Background: an optimization exercise with open tools, aiming at small area. Do not read the settings as production practice.
Only simulation tests tie the RTL to the original design; equivalence was not proved.
Power and IR drop assume default switching activity.

// gomoku
module gomoku(
    input        clk,
    input        rst,
    input        Btn0,
    output [3:0] VGA_R,     output [3:0] VGA_G,  output [3:0] VGA_B,
    output       VGA_HS,    output       VGA_VS,
    output [3:0] KeyPadRow, input  [3:0] KeyPadCol,
    output [7:0] Dot_row,
    output [7:0] Dot1_col,
    output [7:0] Dot2_col,
    output [6:0] HEX0,      output [6:0] HEX1
);
    reg [5:0] ph;
    always @(posedge clk or negedge rst) begin
        if (!rst) ph <= 6'd2;
        else      ph <= inc6(ph);
    end
    wire       en_vga = ~ph[0];
    wire       tick   = ph[1] & ph[0];
    wire [1:0] krow   = ph[3:2];
    wire [2:0] drow   = ph[5:3] + {2'b00, ph[2] & ph[1]};
    assign KeyPadRow = ~(4'b0001 << krow);
    assign Dot_row   = ~(8'b00000001 << drow);
    function [5:0] inc6;
        input [5:0] x;
        integer b;
        reg t;
        begin
            t = 1'b1;
            for (b = 0; b < 6; b = b + 1) begin
                inc6[b] = x[b] ^ t;
                t = t & x[b];
            end
        end
    endfunction
    function [3:0] dec4;
        input [3:0] x;
        integer b;
        reg t;
        begin
            t = 1'b1;
            for (b = 0; b < 4; b = b + 1) begin
                dec4[b] = x[b] ^ t;
                t = t & ~x[b];
            end
        end
    endfunction
    function ge5;                
        input [4:0] x;
        input [4:0] c;
        integer b;
        begin
            ge5 = 1'b1;
            for (b = 0; b < 5; b = b + 1)
                ge5 = c[b] ? (x[b] & ge5) : (x[b] | ge5);
        end
    endfunction
    function ge10;               
        input [9:0] x;
        input [9:0] c;
  ...
export LEC_CHECK = 0
export ABC_AREA = 0
export CAP_MARGIN = 5
export CORE_MARGIN = 2
export CORE_UTILIZATION = 70
export SLEW_MARGIN = 5
create_clock -name core_clock -period 12.0 [get_ports {clk}]
standard.sh (not shown) runs the stock make flow with config.mk's settings and CLKGATE_MAP_FILE= SYNTH_SCRIPT=/design/flow/synth_recipe.tcl, a recipe that flattens the netlist after the stock synthesis.
==> flow/flow/run.sh <==
#!/bin/bash
# Layout flow: the standard ORFS flow (same config.mk, same steps and
# synthesis script) with four changes:
#   - ABC maps the logic with flow/abc.script (area oriented, no buffering)
#   - adders are left to ABC (no separate half/full adder mapping)
#   - the port buffers are sky130_fd_sc_hd__buf_1
#   - clock tree synthesis inserts no dummy loads
# Each tool's full output is kept under orfs/logs; make's own output in make.log.
set -euo pipefail
W=$(pwd)
cat > "$W/flow_synth.tcl" <<EOS
proc abc {args} {
  set i [lsearch \$args -script]
  if {\$i >= 0} { lset args [expr {\$i + 1}] $W/flow/abc.script }
  yosys abc {*}\$args
}
source $W/synth_recipe.tcl
EOS
make -C "$FLOW_HOME" DESIGN_CONFIG="$W/config.mk" WORK_HOME="$W/orfs" CLKGATE_MAP_FILE= \
    SYNTH_SCRIPT="$W/flow_synth.tcl" ADDER_MAP_FILE= \
    BUFFER_PORTS_ARGS="-buffer_cell sky130_fd_sc_hd__buf_1" \
    CTS_ARGS="-sink_clustering_enable -repair_clock_nets -sink_clustering_size 8 -sink_clustering_max_diameter 40 -buf_list {sky130_fd_sc_hd__clkbuf_2 sky130_fd_sc_hd__clkbuf_4} -dont_use_dummy_load" \
    finish > "$W/make.log" 2>&1
R="$W/orfs/results/$FLOW_PLATFORM/gomoku/base"
: # left out here: write the final layout as DEF
==> flow/flow/abc.script <==
strash
dc2
dch -f
amap
&get -n
&st
&deepsyn -T 60
&dch -f
&nf -p -R 1000 -C 32 -F 8
&put
Then changed:
--- a/flow/flow/run.sh
+++ b/flow/flow/run.sh
@@ -21,3 +21,3 @@
     BUFFER_PORTS_ARGS="-buffer_cell sky130_fd_sc_hd__buf_1" \
-    CTS_ARGS="-sink_clustering_enable -repair_clock_nets -sink_clustering_size 8 -sink_clustering_max_diameter 40 -buf_list {sky130_fd_sc_hd__clkbuf_2 sky130_fd_sc_hd__clkbuf_4} -dont_use_dummy_load" \
+    CTS_ARGS="-sink_clustering_enable -repair_clock_nets -sink_clustering_size 8 -sink_clustering_max_diameter 40 -buf_list sky130_fd_sc_hd__clkbuf_4 -dont_use_dummy_load" \
     finish > "$W/make.log" 2>&1
Settings changed: CAP_MARGIN 5 to 0, SLEW_MARGIN 5 to 0.
Non-clock buffer count is unchanged; combinational power hardly moves; maximum frequency does not change; critical path depth is unchanged; sequential power hardly moves.

========
## build 25
Another version of the RTL of gomoku (not shown whole).
Size: about 2400 cells after synthesis, roughly 610 flip-flops, ~27000 sq um of cells after synthesis.
clock: 12.0 ns
lec_check: 0
abc_area: 0
cap_margin: 5
core_margin: 2
core_utilization: 70
slew_margin: 5
==> flow/flow/run.sh <==
#!/bin/bash
# Layout flow: the standard ORFS flow (same config.mk, same steps and
# synthesis script) with three changes:
#   - ABC maps the logic with flow/abc.script (area oriented, no buffering)
#   - the port buffers are sky130_fd_sc_hd__buf_1
#   - clock tree synthesis inserts no dummy loads
# Each tool's full output is kept under orfs/logs; make's own output in make.log.
set -euo pipefail
W=$(pwd)
cat > "$W/flow_synth.tcl" <<EOS
proc abc {args} {
  set i [lsearch \$args -script]
  if {\$i >= 0} { lset args [expr {\$i + 1}] $W/flow/abc.script }
  yosys abc {*}\$args
}
source $W/synth_recipe.tcl
EOS
make -C "$FLOW_HOME" DESIGN_CONFIG="$W/config.mk" WORK_HOME="$W/orfs" CLKGATE_MAP_FILE= \
    SYNTH_SCRIPT="$W/flow_synth.tcl" \
    BUFFER_PORTS_ARGS="-buffer_cell sky130_fd_sc_hd__buf_1" \
    CTS_ARGS="-sink_clustering_enable -repair_clock_nets -sink_clustering_size 9 -sink_clustering_max_diameter 40 -buf_list sky130_fd_sc_hd__clkbuf_4 -dont_use_dummy_load" \
    finish > "$W/make.log" 2>&1
R="$W/orfs/results/$FLOW_PLATFORM/gomoku/base"
: # left out here: write the final layout as DEF
Scripts as last shown in full above: flow/flow/abc.script
--- input diff build 25..build 40 ---
- putting PLACE_DENSITY at 0.85 where nothing was set
--- a/flow/flow/run.sh
+++ b/flow/flow/run.sh
@@ -20,3 +20,3 @@
     BUFFER_PORTS_ARGS="-buffer_cell sky130_fd_sc_hd__buf_1" \
-    CTS_ARGS="-sink_clustering_enable -repair_clock_nets -sink_clustering_size 9 -sink_clustering_max_diameter 40 -buf_list sky130_fd_sc_hd__clkbuf_4 -dont_use_dummy_load" \
+    CTS_ARGS="-sink_clustering_enable -repair_clock_nets -sink_clustering_size 8 -sink_clustering_max_diameter 40 -buf_list sky130_fd_sc_hd__clkbuf_4 -dont_use_dummy_load" \
     finish > "$W/make.log" 2>&1
Findings:
- Comparing build 40 and build 25, the higher maximum fanout count along the critical path is on build 25.
- On wire length reported by the detailed router: build 40 sits above build 25.
- Build 40 vs. build 25: combinational cell fraction of total power was more or less identical; first-pass GRT wire length went up by about 0.3%; number of DRC markers after the initial detailed-route iteration went down by 405.
- On build 40: overall power of the completed layout is about 0.9% higher than what build 25 gave.
- On total routing resource utilization after global routing: build 40 sits above build 25.
- On proportion of cell area spent on the clock network, build 25 tracks build 40 almost exactly.
- Build 40 vs. build 25: clock sink count saw little to no change, worst setup slack saw an increase.
--- input diff build 40..build 57 ---
- a change of PLACE_DENSITY from 0.85 to 0.75
Having completed the whole flow, build 40 delivered a layout that passed the timing, DRC and antenna checks. The flow did not stop early for build 57: all stages ran, and the layout cleared the timing, DRC and antenna checks. Build 40 and build 57 ended up with nearly the same final worst-path setup slack. On non-clock buffer area fraction after layout, build 40 and build 57 are basically level. The global-route usage of build 57 and that of build 40 are within noise of each other.
## Diff of input files: build 69 against build 57
- a deleted PLACE_DENSITY that had been 0.75
--- a/flow/flow/run.sh
+++ b/flow/flow/run.sh
@@ -20,3 +20,3 @@
     BUFFER_PORTS_ARGS="-buffer_cell sky130_fd_sc_hd__buf_1" \
-    CTS_ARGS="-sink_clustering_enable -repair_clock_nets -sink_clustering_size 8 -sink_clustering_max_diameter 40 -buf_list sky130_fd_sc_hd__clkbuf_4 -dont_use_dummy_load" \
+    CTS_ARGS="-sink_clustering_enable -repair_clock_nets -sink_clustering_size 10 -sink_clustering_max_diameter 30 -buf_list sky130_fd_sc_hd__clkbuf_4 -dont_use_dummy_load" \
     finish > "$W/make.log" 2>&1
Results
Summary of build 69 over build 57: part of the total power dissipated in combinational logic decreased by 0.2 points relative to the old numbers; via count increased by 139 relative to the old numbers; share of the clock period used by the worst path increased by 1.8 points relative to the old numbers. There was hardly any difference in wire length per cell after detailed routing between build 69 and build 57.
Relative to build 69, the following input files were edited for build 6:
--- a/flow/flow/run.sh
+++ b/flow/flow/run.sh
@@ -20,3 +20,3 @@
     BUFFER_PORTS_ARGS="-buffer_cell sky130_fd_sc_hd__buf_1" \
-    CTS_ARGS="-sink_clustering_enable -repair_clock_nets -sink_clustering_size 10 -sink_clustering_max_diameter 30 -buf_list sky130_fd_sc_hd__clkbuf_4 -dont_use_dummy_load" \
+    CTS_ARGS="-sink_clustering_enable -repair_clock_nets -sink_clustering_size 8 -sink_clustering_max_diameter 40 -buf_list sky130_fd_sc_hd__clkbuf_4 -dont_use_dummy_load" \
     finish > "$W/make.log" 2>&1
Findings:
Taking build 69 as the reference, in build 6 wire length after detailed routing went down by about 0.4%; area of the mapped netlist was more or less identical.
Comparing build 69 against build 6, there is no change at all in multi-input combinational cell area.
Summary of build 6 over build 69: combinational fraction of design power saw an increase; worst-case hold slack decreased 24 ps.

========
== build 38 ==
gomoku, a different RTL version from the one above (not shown whole).
For scale: ~620 flip-flops, about 63 I/O pins, ~29000 µm² of cells after synthesis.
==> flow/design.v (excerpt) <==
module gomoku(
    input        clk,
    input        rst,
    input        Btn0,
    output [3:0] VGA_R,     output [3:0] VGA_G,  output [3:0] VGA_B,
    output       VGA_HS,    output       VGA_VS,
    output [3:0] KeyPadRow, input  [3:0] KeyPadCol,
    output [7:0] Dot_row,
    output [7:0] Dot1_col,
    output [7:0] Dot2_col,
    output [6:0] HEX0,      output [6:0] HEX1
);
clock: 12.0 ns
lec_check: 0
abc_area: 0
cap_margin: 20
core_margin: 2
core_utilization: 70
slew_margin: 20
synth_hierarchical: 1
synth_minimum_keep_size: 0
==> flow/flow/run.sh <==
#!/bin/bash
# Layout flow: the standard ORFS flow (same config.mk, same steps and
# synthesis script) with three changes:
#   - ABC maps the logic with flow/abc.script (area oriented, no buffering)
#   - the port buffers are sky130_fd_sc_hd__buf_1
#   - clock tree synthesis inserts no dummy loads
# Each tool's full output is kept under orfs/logs; make's own output in make.log.
set -euo pipefail
W=$(pwd)
cat > "$W/flow_synth.tcl" <<EOS
proc abc {args} {
  set i [lsearch \$args -script]
  if {\$i >= 0} { lset args [expr {\$i + 1}] $W/flow/abc.script }
  yosys abc {*}\$args
}
source $W/synth_recipe.tcl
EOS
make -C "$FLOW_HOME" DESIGN_CONFIG="$W/config.mk" WORK_HOME="$W/orfs" CLKGATE_MAP_FILE= \
    SYNTH_SCRIPT="$W/flow_synth.tcl" \
    BUFFER_PORTS_ARGS="-buffer_cell sky130_fd_sc_hd__buf_1" \
    CTS_ARGS="-sink_clustering_enable -repair_clock_nets -sink_clustering_size 15 -sink_clustering_max_diameter 60 -buf_list sky130_fd_sc_hd__clkbuf_8 -dont_use_dummy_load" \
    finish > "$W/make.log" 2>&1
R="$W/orfs/results/$FLOW_PLATFORM/gomoku/base"
: # left out here: write the final layout as DEF
==> flow/flow/abc.script <==
&get -n
&st
&dch
&nf
&put
> inputs changed (build 38 -> build 86)
Settings: CTS_CLUSTER_DIAMETER newly set to 80; CTS_BUF_LIST newly set to sky130_fd_sc_hd__clkbuf_16; CTS_CLUSTER_SIZE newly set to 25.
==> flow/run.sh (new file) <==
#!/bin/bash
# synth_recipe.tcl (not shown) runs the flow's synth.tcl, then flattens the netlist and writes it again
# the make line also repeats each setting of config.mk as NAME=value (left out here)
make -C /OpenROAD-flow-scripts/flow DESIGN_CONFIG=/design/flow/config.mk WORK_HOME=/design/flow/orfs CLKGATE_MAP_FILE= SYNTH_SCRIPT=/design/flow/synth_recipe.tcl finish
removed: flow/flow/run.sh
removed: flow/flow/abc.script
removed: flow/standard.sh
--- outcome ---
- Of the two candidates, build 38 has the better detailed-route via count and build 86 the worse one.
- Between build 86 and build 38, the sequential-to-total area share from yosys stat is higher for build 38.
- NOTE die width build 38->build 86 increased slightly
- Taking build 38 as the reference, in build 86 pin count of the biggest net entering global routing fell by about 34%, number of vias per cell higher.
diff inputs: build 86 => build 53
Settings: CAP_MARGIN: 20 -> 5; SLEW_MARGIN: 20 -> 5; CTS_CLUSTER_DIAMETER: 80 -> unset; CTS_CLUSTER_SIZE: 25 -> unset; CTS_BUF_LIST: sky130_fd_sc_hd__clkbuf_16 -> unset.
==> flow/flow/run.sh (new file) <==
#!/bin/bash
# Layout flow: the standard ORFS flow (same config.mk, same steps and
# synthesis script) with three changes:
#   - ABC maps the logic with flow/abc.script (area oriented, no buffering)
#   - the port buffers are sky130_fd_sc_hd__buf_1
#   - clock tree synthesis inserts no dummy loads
# Each tool's full output is kept under orfs/logs; make's own output in make.log.
set -euo pipefail
W=$(pwd)
cat > "$W/flow_synth.tcl" <<EOS
proc abc {args} {
  set i [lsearch \$args -script]
  if {\$i >= 0} { lset args [expr {\$i + 1}] $W/flow/abc.script }
  yosys abc {*}\$args
}
source $W/synth_recipe.tcl
EOS
make -C "$FLOW_HOME" DESIGN_CONFIG="$W/config.mk" WORK_HOME="$W/orfs" CLKGATE_MAP_FILE= \
    SYNTH_SCRIPT="$W/flow_synth.tcl" \
    BUFFER_PORTS_ARGS="-buffer_cell sky130_fd_sc_hd__buf_1" \
    CTS_ARGS="-sink_clustering_enable -repair_clock_nets -sink_clustering_size 15 -sink_clustering_max_diameter 60 -buf_list sky130_fd_sc_hd__clkbuf_8 -dont_use_dummy_load" \
    finish > "$W/make.log" 2>&1
R="$W/orfs/results/$FLOW_PLATFORM/gomoku/base"
: # left out here: write the final layout as DEF
==> flow/flow/abc.script (new file) <==
&get -n
&st
&dch
&nf
&put
==> flow/standard.sh (new file) <==
#!/bin/bash
# synth_recipe.tcl (not shown) runs the flow's synth.tcl, then flattens the netlist and writes it again
# the make line also repeats each setting of config.mk as NAME=value (left out here)
make -C /OpenROAD-flow-scripts/flow DESIGN_CONFIG=/design/flow/config.mk WORK_HOME=/design/flow/orfs CLKGATE_MAP_FILE= SYNTH_SCRIPT=/design/flow/synth_recipe.tcl "${@:-finish}"
removed: flow/run.sh
Notes after the runs:
Between build 86 and build 53, detailed-route wire length is higher for build 53, build 86 comes in under that.
Diff build 86 -> build 53 | count of plain and timing-repair buffers in the layout | up by more than 10%
Changes observed in build 53 relative to build 86: fmax decreased by about 2% relative to the old numbers, total vias in the final route decreased by 1.2% relative to the old numbers.
Here is what was changed in the inputs of build 30 compared with build 53.
Settings: changing CAP_MARGIN from 5 to 20; changing SLEW_MARGIN from 5 to 20.
-- flow/flow/run.sh --
<<< build 53, line 20
    BUFFER_PORTS_ARGS="-buffer_cell sky130_fd_sc_hd__buf_1" \
    CTS_ARGS="-sink_clustering_enable -repair_clock_nets -sink_clustering_size 15 -sink_clustering_max_diameter 60 -buf_list sky130_fd_sc_hd__clkbuf_8 -dont_use_dummy_load" \
    finish > "$W/make.log" 2>&1
>>> build 30, line 20
    BUFFER_PORTS_ARGS="-buffer_cell sky130_fd_sc_hd__buf_1" \
    CTS_ARGS="-sink_clustering_enable -repair_clock_nets -sink_clustering_size 25 -sink_clustering_max_diameter 80 -buf_list sky130_fd_sc_hd__clkbuf_16 -dont_use_dummy_load" \
    finish > "$W/make.log" 2>&1
Notes after the runs:
As far as total number of clock tree sinks is concerned, build 30 and build 53 perform about the same.
Layout overhead on the synthesized area (build 30 over build 53): increase, 0.43 points
Clock buffer count from CTS: lower on build 30
Of build 53 and build 30, the higher peak supply drop belongs to build 53.
Build 30 ended up with a lower proportion of power drawn by combinational gates than build 53 did.
Compare build 53 and build 30 | wire length lower: build 53
From build 53 to build 30 the numbers moved as follows: first-iteration DRC count rose by 365, CTS clock-pin slew for the worst setup and hold paths stayed essentially flat.
Looking at clock period minus worst slack across build 53 and build 30, the one that comes out higher is build 30.
From build 53 to build 30 the numbers moved as follows: maximum achievable frequency fell by about 0.45%; level count of the clock H-tree now sits lower.

static timing again, ports no longer ideal:
No port has a modelled driver above. Below, the same layouts with a new extraction and two added sets of constraints. Step 1 sets driving cells, clkbuf_16 on the clock port and buf_2 on the other inputs (assumed; they add their load-dependent delay and slew). Step 2 adds t to the input delays and takes it off the output delays; t is the mean of the earliest and latest rising clock arrival at the registers after step 1. Input paths then give back, and output paths get back, about the clock's delay inside the block. Three values: ideal ports, drivers, drivers and shift; two values: the first two.
| run | t (ns) | slack for setup (ns) | worst register clock-pin slew, ns | worst data-port slew with drivers (ns) |
|---|---|---|---|---|
| the first run of note 1 | 0.869 | 1.567 / 1.587 / 0.718 | 0.10 / 0.10 | 0.04 |
| the second run of note 1 | 0.869 | 1.567 / 1.587 / 0.718 | 0.10 / 0.10 | 0.04 |
| build 25 | 0.860 | 1.098 / 1.132 / 0.272 | 0.11 / 0.11 | 0.03 |
| build 40 | 0.857 | 1.240 / 1.270 / 0.413 | 0.09 / 0.09 | 0.03 |
| build 57 | 0.848 | 1.238 / 1.273 / 0.425 | 0.09 / 0.09 | 0.03 |
| build 69 | 0.933 | 1.027 / 1.063 / 0.130 | 0.11 / 0.11 | 0.03 |
| build 6 | 0.848 | 1.238 / 1.273 / 0.425 | 0.09 / 0.09 | 0.03 |
| build 38 | 0.691 | 1.277 / 1.306 / 0.615 | 0.10 / 0.10 | 0.04 |
| build 86 | 0.695 | 1.491 / 1.520 / 0.825 | 0.10 / 0.10 | 0.05 |
| build 53 | 0.692 | 1.279 / 1.314 / 0.622 | 0.10 / 0.10 | 0.05 |
| build 30 | 0.676 | 1.230 / 1.267 / 0.591 | 0.10 / 0.10 | 0.04 |
After both steps setup and hold are still met in every run listed. For build 69, which loses most, drivers alone change the setup slack by +0.036 ns; drivers and shift together by -0.897 ns.
